What follows belongs to an exercise in optimizing a design on an open flow for small area, a short achievable clock period and few clock cycles; a production flow would make more cautious choices.
In this exercise RTL edits were held to simulation tests only and were not proved equivalent to the original.
Power is estimated from default activity; no workload was simulated.

## red
Design JAM, start of the top module:
module JAM (
           input CLK,
           input RST,
           output reg [2:0] W,
           output reg [2:0] J,
           input [6:0] Cost,
           output reg [3:0] MatchCount,
           output reg [9:0] MinCost,
           output reg Valid );
localparam ST_FIRST = 3'd0,   
           ST_MATCH = 3'd1,   
           ST_SCAN  = 3'd2,   
           ST_FINAL = 3'd3,   
           ST_FLUSH = 3'd4,   
           ST_CNT   = 3'd5,   
           ST_DONE  = 3'd6;
reg [2:0] st;           
reg       fst;          
reg [2:0] cstart;       
reg signed [9:0] X;     
reg [7:0] Dq;           
reg [7:0] nv  [0:7];    
reg [7:0] D   [0:7];    
reg [2:0] way [0:7];    
reg [2:0] p   [0:7];    
reg [7:0] m;            
reg [7:0] s;            
reg [2:0] i;            
reg [7:0] minval;       
reg [2:0] minj;
reg [6:0] mu;           
reg signed [8:0] off;   
reg [7:0] rem;          
reg       walking;
reg [2:0] wj;
reg       bv;
reg [2:0] bt;
reg [2:0] bj;
reg [2:0] bW;
reg       blast;
reg       bfst;
reg [7:0] bcand;        
reg       bnew;         
reg       bimpr;        
reg       beq;          
reg       elim;         
reg       chg;          
reg       ryser;
reg [3:0] tq;           
reg       tneg;
reg       tv;
reg       tlast;
wire [7:0] mrow = minval;        
wire [7:0] bits = Dq;            
wire [7:0] Cm   = s;             
wire [7:0] kd   = minval;        
wire [7:0] S    = Dq;            
integer k, r;
wire       bsrch = bv && (bt == ST_FIRST || bt == ST_SCAN);
wire       bfin  = bv && (bt == ST_FINAL);
wire [2:0] endj  = bnew ? bj : minj;
wire [7:0] endd  = bnew ? bcand : minval;
wire       endm  = m[endj];
  ...
Size in the first run: roughly 2800 cells after synthesis, about 30 I/O pins, roughly 26000 sq um of cells after synthesis.
export LEC_CHECK = 0
export CAP_MARGIN = 20
export CORE_MARGIN = 2
export CORE_UTILIZATION = 40
export SETUP_SLACK_MARGIN = 1.0
export SLEW_MARGIN = 20
create_clock -name core_clock -period 5.0 [get_ports {CLK}]
run.sh (not shown) runs the stock make flow with config.mk's settings and CLKGATE_MAP_FILE= SYNTH_SCRIPT=/design/flow/synth_recipe.tcl, a recipe that flattens the netlist after the stock synthesis.
Testbench counts of red, summed over its fixed seeds: cycles 4,776.
Changes in blue relative to red:
--- a/flow/design.v
+++ b/flow/design.v
@@ -40,15 +40,14 @@
 reg       blast;
 reg       bfst;
 reg [7:0] bcand;        
 reg       bnew;         
 reg       bimpr;        
 reg       beq;          
 reg       elim;         
-reg       chg;          
 reg       ryser;
 reg [3:0] tq;           
 reg       tneg;
 reg       tv;
 reg       tlast;
 wire [7:0] mrow = minval;        
 wire [7:0] bits = Dq;            
@@ -73,61 +72,36 @@
 wire [7:0] bitsf  = bnew ? bj_oh : (beq ? (bits | bj_oh) : bits);
 wire [7:0] mrowf  = bnew ? bcand : mrow;
 wire       bwrD   = bv && (bt == ST_FIRST || (bt == ST_SCAN && bimpr));
 reg [7:0] pm_oh;
 always @(*)
     for (k = 0; k < 8; k = k + 1)
         pm_oh[k] = (p[k] == bW);
-function [9:0] ks10;
-    input [9:0] a;
-    input [9:0] b;
-    input       cin;
-    reg [9:0] p, g, gg, pp, gn, pn;
-    integer q, d;
-    begin
-        p = a ^ b;
-        g = a & b;
-        gg = g;
-        gg[0] = g[0] | (p[0] & cin);
-        pp = p;
-        for (d = 1; d < 10; d = d * 2) begin
-            gn = gg;
-            pn = pp;
-            for (q = d; q < 10; q = q + 1) begin
-                gn[q] = gg[q] | (pp[q] & gg[q-d]);
-                pn[q] = pp[q] & pp[q-d];
-            end
-            gg = gn;
-            pp = pn;
-        end
-        ks10 = p ^ {gg[8:0], cin};
-    end
-endfunction
 wire [7:0] nv_J = nv[J];
 wire [7:0] Y_e = (bv && bnew) ? bcand : minval;    
 wire signed [9:0] cost_s = {3'd0, Cost};
 wire signed [9:0] Y_s    = {2'd0, Y_e};
 wire signed [9:0] Dq_s   = {2'd0, Dq};
-wire signed [9:0] Tm     = ks10(Y_s, ~X, 1'b1);
-wire signed [9:0] TD     = ks10(Dq_s, ~X, 1'b1);
+wire signed [9:0] Tm     = Y_s - X;
+wire signed [9:0] TD     = Dq_s - X;
 wire       lt    = cost_s < Tm;       
 wire       eqm   = cost_s == Tm;      
 wire       impr  = cost_s < TD;       
 wire       c3    = Dq < Y_e;
-wire signed [9:0] sum = ks10(X, cost_s, 1'b0);
+wire signed [9:0] sum = X + cost_s;
 wire       newmin = fst || ((st == ST_FIRST) ? lt : (impr ? lt : c3));
 wire [7:0] newD  = (st == ST_SCAN && !impr) ? Dq : sum[7:0];
 wire       xlt   = fst || lt;
 wire       xeq   = eqm;
 wire [9:0] ma  = {2'd0, Dq};
 wire [9:0] mb  = ~{3'd0, Cost};
 wire [9:0] mc  = ~{3'd0, nv_J[6:0]};
 wire [9:0] ms1 = ma ^ mb ^ mc;
 wire [9:0] mc1 = {(ma[8:0] & mb[8:0]) | (ma[8:0] & mc[8:0]) | (mb[8:0] & mc[8:0]), 1'b1};
-wire [9:0] offw = ks10(ms1, mc1, 1'b1);
+wire [9:0] offw = ms1 + mc1 + 10'd1;
 wire signed [8:0] offn = offw[8:0];
 wire [2:0] J1 = J + 3'd1;
 wire       rowlast = (J1 == cstart);
 wire [7:0] J_oh = 8'd1 << J;
 function [7:0] lowbit;
     input [7:0] v;
     reg [7:0] below;
@@ -175,16 +149,16 @@
         D_r = D_r | (D[k] & {8{jb_oh[k]}});
     end
 end
 wire [7:0] D_b   = (bwrD && |(bj_oh & jb_oh)) ? bcand : D_r;
 wire signed [9:0] nvb_s = {3'd0, nv_b[6:0]};
 wire [9:0] ms2 = ms1 ^ mc1 ^ nvb_s;
 wire [9:0] mc2 = {(ms1[8:0] & mc1[8:0]) | (ms1[8:0] & nvb_s[8:0]) | (mc1[8:0] & nvb_s[8:0]), 1'b0};
-wire signed [9:0] Km = ks10(ms2, mc2, 1'b1);
-wire signed [9:0] Ks = ks10({off[8], off}, nvb_s, 1'b0);
+wire signed [9:0] Km = ms2 + mc2 + 10'sd1;
+wire signed [9:0] Ks = off + nvb_s;
 wire signed [9:0] Kn = (st == ST_MATCH) ? Km : Ks;
 wire [2:0] sgj   = fst ? J : minj_e;
 wire [7:0] s_e   = (st == ST_FIRST) ? (s & ~J_oh) : s;
 wire [7:0] rem_g = ~s_e & ~(8'd1 << sgj);
 wire       sgdone = fst || !m[sgj];
 wire [7:0] nv_f  = nv[fus];
 wire [2:0] wr = way[wj];
@@ -429,38 +403,37 @@
                 if (rowlast) begin
                     W <= W + 3'd1;
                     if (W == 3'd7) st <= ST_FLUSH;
                 end
             end
             ST_FLUSH: begin
                 st <= ST_CNT;
-                chg <= 1'b1;
                 s <= 8'hff;
                 for (k = 0; k < 8; k = k + 1)
                     nv[k] <= 8'd0;
             end
             ST_CNT: begin
                 if (tv) MatchCount <= tneg ? MatchCount - tq : MatchCount + tq;
                 if (tlast) begin
                     Valid <= 1'b1;
                     st <= ST_DONE;
                 end
                 if (elim) begin
-                    if (Cm == 8'd0) begin
-                        MatchCount <= 4'd1;
-                        Valid <= 1'b1;
-                        st <= ST_DONE;
-                    end else if (!chg) begin
+                    if (forced == 8'd0) begin
                         elim <= 1'b0;
                         ryser <= 1'b1;
                         minval <= 8'd0;
                         Dq <= 8'd0;
                     end else begin
                         s <= Cleft;
-                        chg <= |forced;
+                        if (Cleft == 8'd0) begin
+                            MatchCount <= 4'd1;
+                            Valid <= 1'b1;
+                            st <= ST_DONE;
+                        end
                     end
                 end
                 tq <= term;
                 tneg <= pneg;
                 tv <= pv;
                 tlast <= plast;
                 if (ryser) begin
blue reports a lower via count of the first global-routing pass than red does.
Compared to red, the router laid down less metal wire for blue.
Per the comparison of blue with red, height of the chip went down 0.68%, area fraction in compound gates after synthesis now sits lower, met2 demand-to-capacity share in global routing now smaller, wire length of the first global-routing pass went down, met1 track utilization from global routing decreased 2.8 points.
Taking blue over red, the peak ir drop on the vdd network ratio works out to 1.07.
Between blue and red, it is blue whose final cell count is lower, by about 2%.
Comparing red and blue, power is higher on red.
Overall track demand over capacity in global routing, red and blue, higher one = red.
Lower ratio of final minimum period to clock period goes to red over blue.
Testbench counts of blue, summed over its fixed seeds: cycles 4,752.

-- re-timing with driven ports --
The flow's constraints put no driver on any port. The routed layouts listed below were extracted and timed again, unchanged, in two steps. Step 1: set_driving_cell puts a clkbuf_16 on CLK and a buf_2 on each other input, an assumption about the parent block. Step 2 times the ports against the registers' clock, not the clock port: input delays grow and output delays shrink by t, the midpoint of the rising clock arrivals with the driver on. a / b / c = ideal / step 1 / step 2; a / b = the first two.
run | t (ns) | setup WS [ns] | latest minus earliest clock arrival (ns) | worst slew at a driven data input, ns
red | 0.652 | 1.060 / 1.060 / 0.607 | 0.024 / 0.024 | 0.04
blue | 0.651 | 0.614 / 0.614 / 0.240 | 0.031 / 0.031 | 0.04
After both steps every run listed still meets setup and hold. The setup slack of red, which loses most, moves by 0.000 ns with the drivers and by -0.453 ns with both steps.
